Background: an optimization exercise with open tools, aiming at small area. Do not read the settings as production practice. Function was checked by simulation only, so behaviour that the tests miss may differ from the original. Power figures rest on the tool's default switching activity, not on a simulated workload.

==> design.v <==
module sdram_controller(
	input 	wire 		clk,
	input	wire		arst_n,
	output reg			init_done,
	input	wire [ADDR_WIDTH-1:0]			dbus_address,
	input	wire [$clog2(BURST_MAX):0]		dbus_burstcount,
	input	wire 							dbus_read,
	output	reg 							dbus_readdatavalid,
	output	wire [(8 * BYTE_AMOUNT)-1:0]	dbus_readdata,
	input	wire							dbus_write,
	input	wire [(8 * BYTE_AMOUNT)-1:0]	dbus_writedata,
	input	wire [BYTE_AMOUNT-1:0]			dbus_byteenable,
	output	reg								dbus_waitrequest,
	output	reg								sdram_CKE,
	output	wire							sdram_nCS,
	output	wire							sdram_nRAS,
	output	wire							sdram_nCAS,
	output	wire							sdram_nWE,
	output	reg  [BANK_WIDTH-1 		:0]		sdram_BA,
	output	reg  [ROW_WIDTH-1  		:0]		sdram_ADDR,
	output	wire  [BYTE_AMOUNT-1	:0]			sdram_DM,
	input	wire [(8 * BYTE_AMOUNT)-1:0]	sdram_DQ_in,
	output	wire [(8 * BYTE_AMOUNT)-1:0]	sdram_DQ_out,
	output	wire							sdram_DQ_oe
);
parameter CLK_TIME = 18;	 
parameter tRP = 18;				 
parameter tRFC = 66;			 
parameter tMRD = 2;				 
parameter tREF = 64000000;		 
parameter tRCD = 18;			 
parameter tCAS = 3'd3;			 
localparam tWR = 2;				 
localparam INIT_100US_DELAY_CKS = 100_000 / CLK_TIME;
localparam PRECHARGE_DELAY_CKS = (tRP + (CLK_TIME/2)) / CLK_TIME;
localparam AUTOREFRESH_DELAY_CKS = (tRFC + (CLK_TIME/2)) / CLK_TIME;
localparam MODE_REGISTER_DELAY_CKS = tMRD;
localparam ACTIVATE_DELAY_CKS = (tRCD + (CLK_TIME/2)) / CLK_TIME;
localparam REFRESH_CYCLES = 2**ROW_WIDTH;
localparam REFRESH_CKS = (tREF / REFRESH_CYCLES - CLK_TIME) / CLK_TIME;
parameter WORD_WIDTH	= 1;
parameter COL_WIDTH		= 9;
parameter BANK_WIDTH	= 2;
parameter ROW_WIDTH		= 13;
parameter BURST_MAX		= 64;
localparam ADDR_WIDTH   = WORD_WIDTH + COL_WIDTH + BANK_WIDTH + ROW_WIDTH;
localparam BYTE_AMOUNT  = 2**WORD_WIDTH;
localparam BANK_AMOUNT = 2**BANK_WIDTH;
reg [ADDR_WIDTH-1:0] r_dbus_address;
wire [ROW_WIDTH-1:0] avl_row = r_dbus_address[WORD_WIDTH + COL_WIDTH + BANK_WIDTH + ROW_WIDTH - 1 : WORD_WIDTH + COL_WIDTH + BANK_WIDTH];
wire [BANK_WIDTH-1:0] avl_bank = r_dbus_address[WORD_WIDTH + COL_WIDTH + BANK_WIDTH - 1 : WORD_WIDTH + COL_WIDTH];
wire [COL_WIDTH-1:0] avl_col = r_dbus_address[WORD_WIDTH + COL_WIDTH - 1 : WORD_WIDTH];
localparam 	STATE_INIT_WAIT 				= 5'd0,
			STATE_NOP						= 5'd1,
			STATE_INIT_PRECHARGE_ALL 		= 5'd2,
			STATE_INIT_ISSUE_AUTOREFRESH_1 	= 5'd3,
			STATE_INIT_ISSUE_AUTOREFRESH_2 	= 5'd4,
			STATE_INIT_ISSUE_MRS			= 5'd5,
			STATE_IDLE						= 5'd6,
			STATE_CLOSE_ALL_BANKS			= 5'd7,
			STATE_AUTO_REFRESH				= 5'd8,
			STATE_ACTIVATE					= 5'd9,
			STATE_WRITE_BEGIN				= 5'd10,
			STATE_READ						= 5'd11,
			STATE_WRITE						= 5'd12,
			STATE_WRITE_BURST_STOP			= 5'd13
			;
reg [3:0] command;
assign sdram_nCS = command[3];
assign sdram_nRAS = command[2];
assign sdram_nCAS = command[1];
assign sdram_nWE = command[0];
localparam 	COMMAND_NOP = 4'b0111,
			COMMAND_ACTIVE = 4'b0011,
			COMMAND_READ = 4'b0101,
			COMMAND_WRITE = 4'b0100,
			COMMAND_BST = 4'b0110,
			COMMAND_PRECHARGE = 4'b0010,
			COMMAND_AUTOREFRESH = 4'b0001,
			COMMAND_LMR = 4'b0000
			;
reg [4:0] state;
reg [4:0] nxt_state;
reg [31:0] delay_counter;
reg refresh_counter_enable;
reg [15:0] refresh_counter;
reg [$clog2(BURST_MAX+1):0] burst_remaining;
reg [$clog2(BURST_MAX+2):0] read_counter; 
reg force_datamask;
assign sdram_DQ_oe = (state == STATE_WRITE || state == STATE_WRITE_BEGIN);
assign sdram_DQ_out = dbus_writedata;
assign sdram_DM = (~dbus_byteenable) | {BYTE_AMOUNT{force_datamask}};
assign dbus_readdata = sdram_DQ_in;
always @* begin
	dbus_readdatavalid = 0;
	sdram_CKE = 1;
	sdram_BA = avl_bank;
	sdram_ADDR = {ROW_WIDTH{1'b0}};
	force_datamask = 0;
	command = COMMAND_NOP;
	dbus_waitrequest = 1;
	case (state)
		STATE_INIT_WAIT: begin
			sdram_CKE = 0;
			command = COMMAND_NOP;
			sdram_BA = 0;
		end
		STATE_INIT_PRECHARGE_ALL: begin
			command = COMMAND_PRECHARGE;
			sdram_ADDR[10] = 1'd1;
			force_datamask = 1;
			sdram_BA = 0;
		end
		STATE_INIT_ISSUE_AUTOREFRESH_1: begin
			command = COMMAND_AUTOREFRESH;
			sdram_BA = 0;
		end
		STATE_INIT_ISSUE_AUTOREFRESH_2: begin
			sdram_BA = 0;
			command = COMMAND_AUTOREFRESH;
		end
		STATE_INIT_ISSUE_MRS: begin
			sdram_BA = 0;
			command = COMMAND_LMR;
			sdram_ADDR = {
				1'b0,		 
				2'b00,		 
				tCAS,		 
				4'b0111		 
			};
		end
		STATE_AUTO_REFRESH: begin
			command = COMMAND_AUTOREFRESH;
		end
		STATE_CLOSE_ALL_BANKS: begin
			command = COMMAND_PRECHARGE;
			force_datamask = 1;
			sdram_ADDR = {ROW_WIDTH{1'd1}};
		end
		STATE_ACTIVATE: begin
			command = COMMAND_ACTIVE;
			sdram_ADDR = avl_row;
			sdram_BA = avl_bank;
		end
		STATE_WRITE_BEGIN: begin
			command = COMMAND_WRITE;
			sdram_ADDR = avl_col;
			sdram_BA = avl_bank;
			dbus_waitrequest = 0;
		end
		STATE_WRITE: begin
			dbus_waitrequest = 0;
			command = COMMAND_NOP;
		end
		STATE_WRITE_BURST_STOP: begin
			command = COMMAND_BST;
		end
		STATE_READ: begin
			if(read_counter == 0) begin
				command = COMMAND_READ;
				sdram_ADDR = avl_col;
				sdram_BA = avl_bank;
			end else if(read_counter == burst_remaining) begin
				command = COMMAND_BST;
			end else begin
				command = COMMAND_NOP;
			end
			if((read_counter > tCAS-1) && (read_counter < burst_remaining + tCAS)) begin
				dbus_readdatavalid = 1;
				dbus_waitrequest = 0;
			end else begin
				dbus_readdatavalid = 0;
				dbus_waitrequest = 1;
			end
		end
		STATE_IDLE: begin
			dbus_waitrequest = (dbus_read || dbus_write);
			command = COMMAND_NOP;
		end
		default: begin
			command = COMMAND_NOP;
		end
	endcase
end 
always @(posedge clk or negedge arst_n) begin
	if(!arst_n) begin
		delay_counter <= 0;
		state <= STATE_INIT_WAIT;
		refresh_counter_enable <= 0;
		refresh_counter <= 0;
		init_done <= 0;
	end else begin
		if(refresh_counter_enable) begin
			refresh_counter <= refresh_counter + 16'd1;
		end
		case (state)
			STATE_NOP: begin
				if(delay_counter > 0)
					delay_counter <= delay_counter - 1'd1;
				else
					state <= nxt_state;
			end
			STATE_INIT_WAIT: begin
				state <= STATE_NOP;
				nxt_state <= STATE_INIT_PRECHARGE_ALL;
				delay_counter <= INIT_100US_DELAY_CKS - 1'd1;
			end
			STATE_INIT_PRECHARGE_ALL: begin
				state <= STATE_NOP;
				nxt_state <= STATE_INIT_ISSUE_AUTOREFRESH_1;
				delay_counter <= PRECHARGE_DELAY_CKS - 1'd1;
			end
			STATE_INIT_ISSUE_AUTOREFRESH_1: begin
				state <= STATE_NOP;
				nxt_state <= STATE_INIT_ISSUE_AUTOREFRESH_2;
				delay_counter <= AUTOREFRESH_DELAY_CKS - 1'd1;
			end
			STATE_INIT_ISSUE_AUTOREFRESH_2: begin
				state <= STATE_NOP;
				nxt_state <= STATE_INIT_ISSUE_MRS;
				delay_counter <= AUTOREFRESH_DELAY_CKS - 1'd1;
			end
			STATE_INIT_ISSUE_MRS: begin
				state <= STATE_NOP;
				nxt_state <= STATE_IDLE;
				delay_counter <= MODE_REGISTER_DELAY_CKS - 1'd1;
				refresh_counter <= 0;
				refresh_counter_enable <= 1;
			end
			STATE_IDLE: begin
				init_done <= 1;
				if(refresh_counter >= REFRESH_CKS) begin
					state <= STATE_AUTO_REFRESH;
				end else if(dbus_read) begin
					state <= STATE_ACTIVATE;
					nxt_state <= STATE_READ;
					burst_remaining <= dbus_burstcount;
					read_counter <= 0;
					r_dbus_address <= dbus_address;
				end else if(dbus_write) begin
					state <= STATE_ACTIVATE;
					nxt_state <= STATE_WRITE_BEGIN;
					burst_remaining <= dbus_burstcount;
					r_dbus_address <= dbus_address;
				end
			end
			STATE_CLOSE_ALL_BANKS: begin
				state <= STATE_NOP;
				nxt_state <= STATE_IDLE;
				delay_counter <= PRECHARGE_DELAY_CKS - 1'd1;
			end
			STATE_AUTO_REFRESH: begin
				refresh_counter <= refresh_counter - REFRESH_CKS;
				delay_counter <= AUTOREFRESH_DELAY_CKS - 1'd1;
				state <= STATE_NOP;
				nxt_state <= STATE_IDLE;
			end
			STATE_ACTIVATE: begin
				state <= STATE_NOP;
				delay_counter <= ACTIVATE_DELAY_CKS - 1'd1;
			end
			STATE_WRITE_BEGIN: begin
				if(burst_remaining == 1)
					state <= STATE_WRITE_BURST_STOP;
				else begin
					state <= STATE_WRITE;
					burst_remaining <= burst_remaining - 1'd1;
				end
			end
			STATE_WRITE: begin
				if(burst_remaining > 1) begin
					burst_remaining <= burst_remaining - 1'd1;
				end else begin
					state <= STATE_WRITE_BURST_STOP;
				end
			end
			STATE_WRITE_BURST_STOP: begin
				state <= STATE_NOP;
				delay_counter <= tWR - 1'd1;
				nxt_state <= STATE_CLOSE_ALL_BANKS;
			end
			STATE_READ: begin
				read_counter <= read_counter + 1'd1;
				if(read_counter == burst_remaining + tCAS + 1)
					state <= STATE_CLOSE_ALL_BANKS;
			end
		endcase
	end
end
endmodule
==> run.sh <==
#!/bin/bash
# synth_recipe.tcl (not shown) runs the flow's synth.tcl, then flattens the netlist and writes it again
# the make line also repeats each setting of config.mk as NAME=value (left out here)
make -C /OpenROAD-flow-scripts/flow DESIGN_CONFIG=/design/flow/config.mk WORK_HOME=/design/flow/orfs CLKGATE_MAP_FILE= SYNTH_SCRIPT=/design/flow/synth_recipe.tcl finish
==> config.mk <==
export PLATFORM = sky130hd
export DESIGN_NAME = sdram_controller
export DESIGN_NICKNAME = sdram_controller
export VERILOG_FILES = /design/flow/design.v
export SDC_FILE = /design/flow/constraint.sdc
export NUM_CORES = 4
export LEC_CHECK = 0
export CAP_MARGIN = 20
export CORE_MARGIN = 2
export CORE_UTILIZATION = 40
export SLEW_MARGIN = 20
==> constraint.sdc <==
create_clock -name core_clock -period 5.0 [get_ports {clk}]
set_input_delay 1.0000 -clock core_clock [delete_from_list [all_inputs] [get_ports {clk}]]
set_output_delay 1.0000 -clock core_clock [all_outputs]
set_load 0.01 [all_outputs]
==> summary.txt <==
Post-synth ARST share 55.1%; CP required 4.00 ns; Root Buffer clkbuf_16; synthesized instance count between 700 and 800; PD cells slightly below 600 nW/um^2; max-cap viol count 0; post_cts resized 0; reg-to-reg endpoint burst_remaining[4]; average wire per standard cell roughly 16 um; FF-to-FF Start refresh_counter[0]; fin crit share around 80%; unrepaired setup endpoints after global routing false; Core Util, Final approximately 46%; synth unique cells 66; min-delay src refresh_counter[15]; Worst setup EP type output port; flops & latches, synth 98; min cycle time layout between 4 and 5 ns; first-pass GRT wire length 25300 um; Post-Route Setup TNS 0 ns; Worst Path Arrival about 3.0 ns; number of global-route vias before repair 5085; Synth Area per Inst roughly 8.8 sq um; cells on worst reg2reg path 8; largest cells by area after synthesis dfrtp_1 21%, edfxtp_1 21%, nor2_1 4.6%; yosys warns 1; ANT cells 0; Clock Latency Late Sink 0.35 ns; initial core utilization roughly two fifths; post-synth top area share 21.2%; Mapped Nets ~800; Port-buffer cells a little over 60; width of the die around 130 um; main flop type after synthesis dfrtp_1; number of synthesized flops with an enable pin 44; cts-stage hold buffer count 0; Slew Limit Fails 0; Reg clk slew, reported paths 0.07 ns; Placement Rows 46; Worst Tran Pin Value approximately 1 ns; Max FO, Critical Path 24; Rel. slew slack 35.2%; total core area 15700 sq um; Num CTS Buffers 9; final WL between 10000 and 15000 um; post-synth top area cell dfrtp_1; DR pass1 iterations 5; WHS Endpoint refresh_counter[15]; via count 5312; Hold Fails Final Rpt 0; clock skew approximately 0.0053 ns; Worst Slack Setup Final around 1.0 ns; placer congestion estimate a little under 0.9; maximum vdd drop ~280 uV; outcome timing/DRC/antenna clean; postcts setup bufs 0; fmax about 250 MHz; IO Pins approximately 130; most common cell in the netlist nor2_1; clock sinks 98; Synth-to-Final Area Change 12.8%; Cell Area, Synth 6370 sq um; DR iter-0 viols 407; initial antenna violation count 0; gr ovfl total 0; die area 17000 sq um; hold slack 0.488 ns; synth cell count leaders 78 x nor2_1, 66 x nand2_1, 54 x dfrtp_1, 52 x a21oi_1, 44 x edfxtp_1; # placed instances a little over 900; Die Ht 130 um; fin nets ~810; H-tree depth 3; post-route ant nets 0; Vias per Instance between 5 and 6; Max clock buf depth 2; hold depth 1; Setup violations, final 0; sequential fraction of the synthesis area between 40% and 50%; gr usage total a little under a fifth; Setup crit start kind flop; Worst Hold Class reg2reg; non-filler cells, final roughly 940; Residual DRC 0; worst slack, placed between 1 and 1.5 ns; Lkg Pwr 2.82 nW; R2R setup slack between 1.5 and 2 ns; critical path type reg2out; CTS tree yes; layout cells sized above 1 under 10%; hpwl dp between 10000 and 15000 um; pin count of the biggest net entering global routing 56
[critical path: stages, from the launching register on]
cell	delay, ns
dfrtp_1	0.86
nor2b_1	0.26
nand3_1	0.34
a211oi_1	0.32
nand2_1	0.10
a31oi_1	0.20
o31ai_1	0.09
clkdlybuf4s50_1	0.49
[worst max-delay path by stage]
| stage | start | to | slack (ns) | depth (start not counted) |
|---|---|---|---|---|
| after detailed placement | state[3] | dbus_waitrequest | 1.35 | 7 |
| after global placement | state[3] | dbus_waitrequest | 1.40 | 7 |
| after CTS | burst_remaining[0] | dbus_waitrequest | 0.96 | 11 |
| after global routing | state[3] | dbus_waitrequest | 0.78 | 7 |
| final | state[3] | dbus_waitrequest | 1.0 | 7 |
| after floorplan | burst_remaining[2] | dbus_waitrequest | 1.92 | 10 |
[flip-flops by register name, indices dropped and copies added, names as in the netlist]
name                    flops
read_counter                8
nxt_state                   4
state                       4
init_done                   1
refresh_counter_enable      1
burst_remaining             8
r_dbus_address             24
delay_counter              32
refresh_counter            16
[logic make-up after synthesis]
family	after synthesis	share of synthesized area [%]
AOI/OAI and AO/OA	171	17.1
xor gates and xnor gates	50	6.87
adders and majority gates	20	3.89
buffers and inverters	98	7.89
DFF	98	41.9
muxes	2	0.314
other	1	0.0588
and+or+nand+nor	281	21.9
[area by class of cell]
class,count,area (sq um)
Inverter,21,78.8
Timing Repair Buffer,67,648
Multi-Input combinational cell,525,3210
Fill cell,1474,8520
Tap cell,216,270
Sequential cell,98,2670
Clock inverter,5,80.1
Clock buffer,10,229
[per-layer routing]
layer | track usage (%) | vias up | share of wire (%)
li1 | - | 2572 | -
met4 | 8.03 | 0 | 2.1
met3 | 4.14 | 18 | 5.4
met2 | 27.5 | 169 | 45
met1 | 26.2 | 2553 | 48
met5 | 0 | - | 0
[placed cells by master (no fill, tap or decap), types with 20 or more instances in the layout]
| master | n |
|---|---|
| clkdlybuf4s50_1 | 60 |
| o21ai_0 | 43 |
| inv_1 | 21 |
| nand3_1 | 28 |
| dfrtp_1 | 54 |
| xor2_1 | 25 |
| nand2_1 | 66 |
| a21oi_1 | 52 |
| edfxtp_1 | 44 |
| nor3_1 | 20 |
| xnor2_1 | 25 |
| nor2_1 | 77 |
[stage by stage]
| stage | instance area, sq um | power (W) |
|---|---|---|
| 3_3_place_gp | 6870 | 0.00343 |
| 2_1_floorplan | 6370 | 0.00296 |
| 6_report | 7190 | 0.00423 |
| 5_1_grt | 7190 | 0.00457 |
| 3_5_place_dp | 6880 | 0.00349 |
| 4_1_cts | 7190 | 0.00425 |
[power breakdown]
| group | switching [W] | total (W) | internal, W |
|---|---|---|---|
| registers | 0.000305 | 0.00136 | 0.00105 |
| clock network | 0.000299 | 0.000734 | 0.000435 |
| logic | 0.00120 | 0.00214 | 0.000934 |
| total | 0.00181 | 0.00423 | 0.00242 |

[port drivers added, routing unchanged]
The results above use ideal ports. As a check the final layout listed here was re-extracted and re-timed, cells and wires unchanged. Step 1: set_driving_cell puts a clkbuf_16 on clk and a buf_2 on each other input, an assumption about the parent block. Step 2 moves the port delays by t, midway between the first and last clock arrival at a register: inputs arrive t later, outputs are due t later. That takes back most of the time a late clock gives input paths. a / b / c = no drivers / after step 1 / after step 2; a / b = the first two.
t (ns): 0.387
slack for setup (ns): 0.997 / 0.955 / 1.342
slew at the worst register clock pin (ns): 0.07 / 0.07
After both steps setup and hold are still met in this run. For this run, drivers alone change the setup slack by -0.042 ns; drivers and shift together by +0.345 ns.
